This is an optimization exercise on Yosys and OpenROAD, whose aim is small area, not a production implementation.
In this exercise RTL edits were held to simulation tests only and were not proved equivalent to the original.
The flow treats the clock pin as an ideal source, which a real chip does not have.
No activity file was given, so power comes from the tool's default toggle rates.

v6:
==> module dspl_drv, before the edit <==
module dspl_drv (
    input  wire clock,
    input  wire disp_rst,
    input  wire dstep,
    input  wire [2:0] q,
    input  wire blink,
    input  wire [1:0] md,    
    input  wire [5:0] es, mi,
    input  wire [4:0] hr,
    output wire [7:0] an,
    output wire [7:0] dec_ddp
);
    wire [1:0] f = q[2:1];
    wire       t = q[0];
    reg  [5:0] fv;
    always @(*) begin
        case (f)
            2'b00:   fv = es;
            2'b01:   fv = mi;
            2'b10:   fv = {1'b0, hr};
            default: fv = 6'd0;
        endcase
    end
    wire [2:0] fv_t = (fv >= 6'd50) ? 3'd5 : (fv >= 6'd40) ? 3'd4 : (fv >= 6'd30) ? 3'd3 :
                      (fv >= 6'd20) ? 3'd2 : (fv >= 6'd10) ? 3'd1 : 3'd0;
    wire [5:0] fv_u = fv - {fv_t, 3'b000} - {1'b0, fv_t, 1'b0};
    wire [3:0] dig = t ? {1'b0, fv_t} : fv_u[3:0];
    wire fen = blink | (md != f);
    reg [3:0] sel;
    reg       en;
    always @(posedge clock or posedge disp_rst) begin
        if (disp_rst) begin
            sel  <= 4'd12;
            en   <= 1'b0;
        end else if (dstep) begin
            sel  <= dig;
            en   <= fen;
        end
    end
    assign an[0] = ~(en & (q == 3'b001));
    assign an[1] = ~(en & (q == 3'b110));
    assign an[2] = 1'b1;
    assign an[3] = ~(en & (q == 3'b011));
    assign an[4] = ~(en & (q == 3'b111));
    assign an[5] = 1'b1;
    assign an[6] = ~(en & (q == 3'b101));
    assign an[7] = ~(en & (q == 3'b000));
    reg [6:0] seg;
    always @(*) begin
        case (sel)
            4'd1: seg = 7'b1001111;
            4'd2: seg = 7'b0010010;
            4'd3: seg = 7'b0000110;
            4'd4: seg = 7'b1001100;
            4'd5: seg = 7'b0100100;
            4'd6: seg = 7'b0100000;
            4'd7: seg = 7'b0001111;
            4'd8: seg = 7'b0000000;
            4'd9: seg = 7'b0000100;
            default: seg = 7'b0000001;    
        endcase
    end
    assign dec_ddp = {seg, ~(sel[3] & sel[2])};
endmodule
export LEC_CHECK = 0
export ABC_AREA = 1
export CAP_MARGIN = 20
export CORE_MARGIN = 2
export CORE_UTILIZATION = 40
export CTS_BUF_LIST = sky130_fd_sc_hd__clkbuf_8
export SLEW_MARGIN = 20
create_clock -name core_clock -period 10.0 [get_ports {clock}]
standard.sh (not shown) runs the stock make flow with config.mk's settings and CLKGATE_MAP_FILE= SYNTH_SCRIPT=/design/flow/synth_recipe.tcl, a recipe that flattens the netlist after the stock synthesis.
==> flow/flow/run.sh <==
#!/bin/bash
# Own layout flow:
#  1. the standard synthesis (standard.sh synth), unchanged;
#  2. the combinational logic between the registers is mapped again with
#     several area-oriented ABC scripts (abc_scripts.txt, one per line); every
#     register instance (name and cell) is kept. The smallest result that
#     Yosys proves equivalent to the standard netlist is used (if none is
#     proved, the standard netlist is used);
#  3. the standard layout (standard.sh finish) on that netlist, with the
#     port buffers made of buf_1 cells and the clock tree made by
#     manual_cts.tcl (4 clkbuf_8 leaf buffers driven by the clock port).
# Each tool writes its full output to a log file of its own here.
set -uo pipefail
W=$(pwd)
F=$W/flow
R=$W/orfs/results/$FLOW_PLATFORM/clock_top/base
LIB=$FLOW_HOME/platforms/$FLOW_PLATFORM/lib/sky130_fd_sc_hd__tt_025C_1v80.lib

bash standard.sh synth > $W/log_1_synth.log 2>&1 || exit 1
cp $R/1_2_yosys.v $W/std_netlist.v

python3 $F/gen_cells.py $LIB $W/cells_comb.v $W/cells_seq.v > $W/log_2_cells.log 2>&1

DU="-dont_use sky130_fd_sc_hd__probe_p_8 -dont_use sky130_fd_sc_hd__probec_p_8 -dont_use sky130_fd_sc_hd__lpflow_*"
i=0
while IFS= read -r line; do
  [[ -z "$line" ]] && continue
  i=$((i+1))
  echo "$line" | tr ';' '\n' > $W/reopt_$i.abc
  cat > $W/reopt_$i.ys <<EOF
read_liberty -lib $LIB
read_verilog $W/std_netlist.v
hierarchy -top $FLOW_TOP
techmap -map $W/cells_comb.v
opt_clean
techmap
opt -purge
abc -liberty $LIB $DU -script $W/reopt_$i.abc
opt_clean -purge
hilomap -singleton -hicell sky130_fd_sc_hd__conb_1 HI -locell sky130_fd_sc_hd__conb_1 LO
splitnets
opt_clean -purge
tee -o $W/reopt_$i.stat stat -liberty $LIB
write_verilog -noattr -nohex -nodec $W/reopt_$i.v
EOF
  timeout 300 yosys -s $W/reopt_$i.ys > $W/log_3_reopt_$i.log 2>&1 &
  # at most NUM_CORES at a time (ABC's time limits are wall-clock)
  while (( $(jobs -rp | wc -l) >= ${NUM_CORES:-4} )); do sleep 1; done
done < $F/abc_scripts.txt
wait

# candidates, smallest first
for f in $W/reopt_*.stat; do
  a=$(awk '/Chip area/ {print $NF}' $f)
  [[ -n "$a" ]] && echo "$a ${f%.stat}.v"
done | sort -g > $W/log_4_candidates.log

choice=""
while read -r a v; do
  [[ -s $v ]] || continue
  cat > $W/equiv.ys <<EOF
read_verilog $W/cells_comb.v
read_verilog $W/cells_seq.v
read_verilog $W/std_netlist.v
rename $FLOW_TOP gold
read_verilog $v
rename $FLOW_TOP gate
proc
flatten gold gate
opt_clean
async2sync
equiv_make gold gate eq
equiv_simple -seq 2 eq
equiv_induct eq
equiv_status -assert eq
EOF
  if timeout 600 yosys -s $W/equiv.ys > $W/log_5_equiv_$(basename $v .v).log 2>&1; then
    choice=$v
    break
  fi
done < $W/log_4_candidates.log

if [[ -n "$choice" ]]; then
  echo "using $choice (proved equivalent)" > $W/log_5_choice.log
  cp $choice $R/1_2_yosys.v
  rm -f $R/1_synth.odb $R/1_synth.sdc
else
  echo "no re-mapped netlist proved equivalent; using the standard one" > $W/log_5_choice.log
fi

bash standard.sh "BUFFER_PORTS_ARGS=-buffer_cell sky130_fd_sc_hd__buf_1" \
  "PRE_CTS_TCL=$F/manual_cts.tcl" CTS_LEAVES=4 CTS_LEAF_BUF=sky130_fd_sc_hd__clkbuf_8 CTS_BIG_BUF=sky130_fd_sc_hd__clkbuf_16 CTS_BIG_AT=18 \
  "CTS_ARGS=-sink_clustering_enable -repair_clock_nets -buf_list sky130_fd_sc_hd__clkbuf_8 -dont_use_dummy_load" \
  finish > $W/log_6_layout.log 2>&1
Other scripts of this flow, unchanged in this note and not shown: flow/flow/abc_scripts.txt, flow/flow/gen_cells.py, flow/flow/manual_cts.tcl
--- input diff v6..v7 ---
==> flow/design.v, changed modules only <==
module dspl_drv (
    input  wire clock,
    input  wire disp_rst,
    input  wire dstep,
    input  wire [2:0] q,
    input  wire blink,
    input  wire [1:0] md,    
    input  wire [5:0] es, mi,
    input  wire [4:0] hr,
    output wire [7:0] an,
    output wire [7:0] dec_ddp
);
    wire [1:0] f = q[2:1];
    wire       t = q[0];
    reg  [5:0] fv;
    always @(*) begin
        case (f)
            2'b00:   fv = es;
            2'b01:   fv = mi;
            2'b10:   fv = {1'b0, hr};
            default: fv = 6'd0;
        endcase
    end
    wire [2:0] fv_t = (fv >= 6'd50) ? 3'd5 : (fv >= 6'd40) ? 3'd4 : (fv >= 6'd30) ? 3'd3 :
                      (fv >= 6'd20) ? 3'd2 : (fv >= 6'd10) ? 3'd1 : 3'd0;
    wire [5:0] fv_u = fv - {fv_t, 3'b000} - {1'b0, fv_t, 1'b0};
    wire [3:0] dig = t ? {1'b0, fv_t} : fv_u[3:0];
    wire fen = blink | (md != f);
    reg [3:0] sel;
    reg       en;
    always @(posedge clock or posedge disp_rst) begin
        if (disp_rst) begin
            sel  <= 4'd12;
            en   <= 1'b0;
        end else if (dstep) begin
            sel  <= dig;
            en   <= fen;
        end
    end
    assign an[0] = ~(en & (q == 3'b001));
    assign an[1] = ~(en & (q == 3'b110));
    assign an[2] = 1'b1;
    assign an[3] = ~(en & (q == 3'b011));
    assign an[4] = ~(en & (q == 3'b111));
    assign an[5] = 1'b1;
    assign an[6] = ~(en & (q == 3'b101));
    assign an[7] = ~(en & (q == 3'b000));
    wire A = sel[3], B = sel[2], C = sel[1], D = sel[0];
    wire s_a = ~A & ~C & (B ^ D);
    wire s_b = B & (C ^ D);
    wire s_c = ~B & C & ~D;
    wire s_d = s_a | (B & C & D);
    wire s_e = D | (~A & B & ~C);
    wire s_f = (C & (~B | D)) | (~A & ~B & D);
    wire s_g = (~A & ~B & ~C) | (B & C & D) | (A & B);
    assign dec_ddp = {s_a, s_b, s_c, s_d, s_e, s_f, s_g, ~(A & B)};
endmodule
==> comparison <==
Compare v7 and v6 | clock network fraction of total power lower: v6
Multi-input gate count sits lower in v7 than in v6.
Sort v7 and v6 by cell total after placement, ascending, and v6 comes first.
Compared v6 against v7; initial core utilization within noise.
The higher worst hold-check slack came out of v6.
v7 gives less average footprint of a synthesized cell than v6 did.
From v6 to v7 the numbers moved as follows: post-route total power now larger, cell count now larger, total wire length after detailed routing now smaller.
Relative to v6, pin slew with the least headroom to its limit has decreased by 0.16 ns in v7.
Area growth from synthesis to layout of v6 is on par with v7.
Diff v7..v6 | final standard cell area without fillers | negligible
Comparing synthesized instance count for v7 and v6, the smaller number came from v6.
v7 ended up with a higher final clock period utilization by the worst path than v6 did.

-- separate check: timing with driven ports --
Ports are ideal in the flow. The routed layouts listed here were re-timed in OpenROAD.
Step 1, drivers: a clkbuf_16 drives clock and a buf_2 each remaining input, both assumed.
Step 2 moves the port delays by t, midway between the first and last clock arrival at a register: inputs arrive t later, outputs are due t later. That takes back most of the time a late clock gives input paths.
Slacks: ideal ports / drivers / drivers and shift; pairs: ideal ports / drivers.
run | t (ns) | slack for setup (ns) | worst hold slack (ns) | slew at the worst register clock pin (ns)
v6 | 0.226 | 5.632 / 5.632 / 5.632 | 0.381 / 0.381 / 0.381 | 0.11 / 0.11
v7 | 0.227 | 5.601 / 5.601 / 5.601 | 0.358 / 0.358 / 0.358 | 0.10 / 0.10
After both steps setup and hold are still met in every run listed.
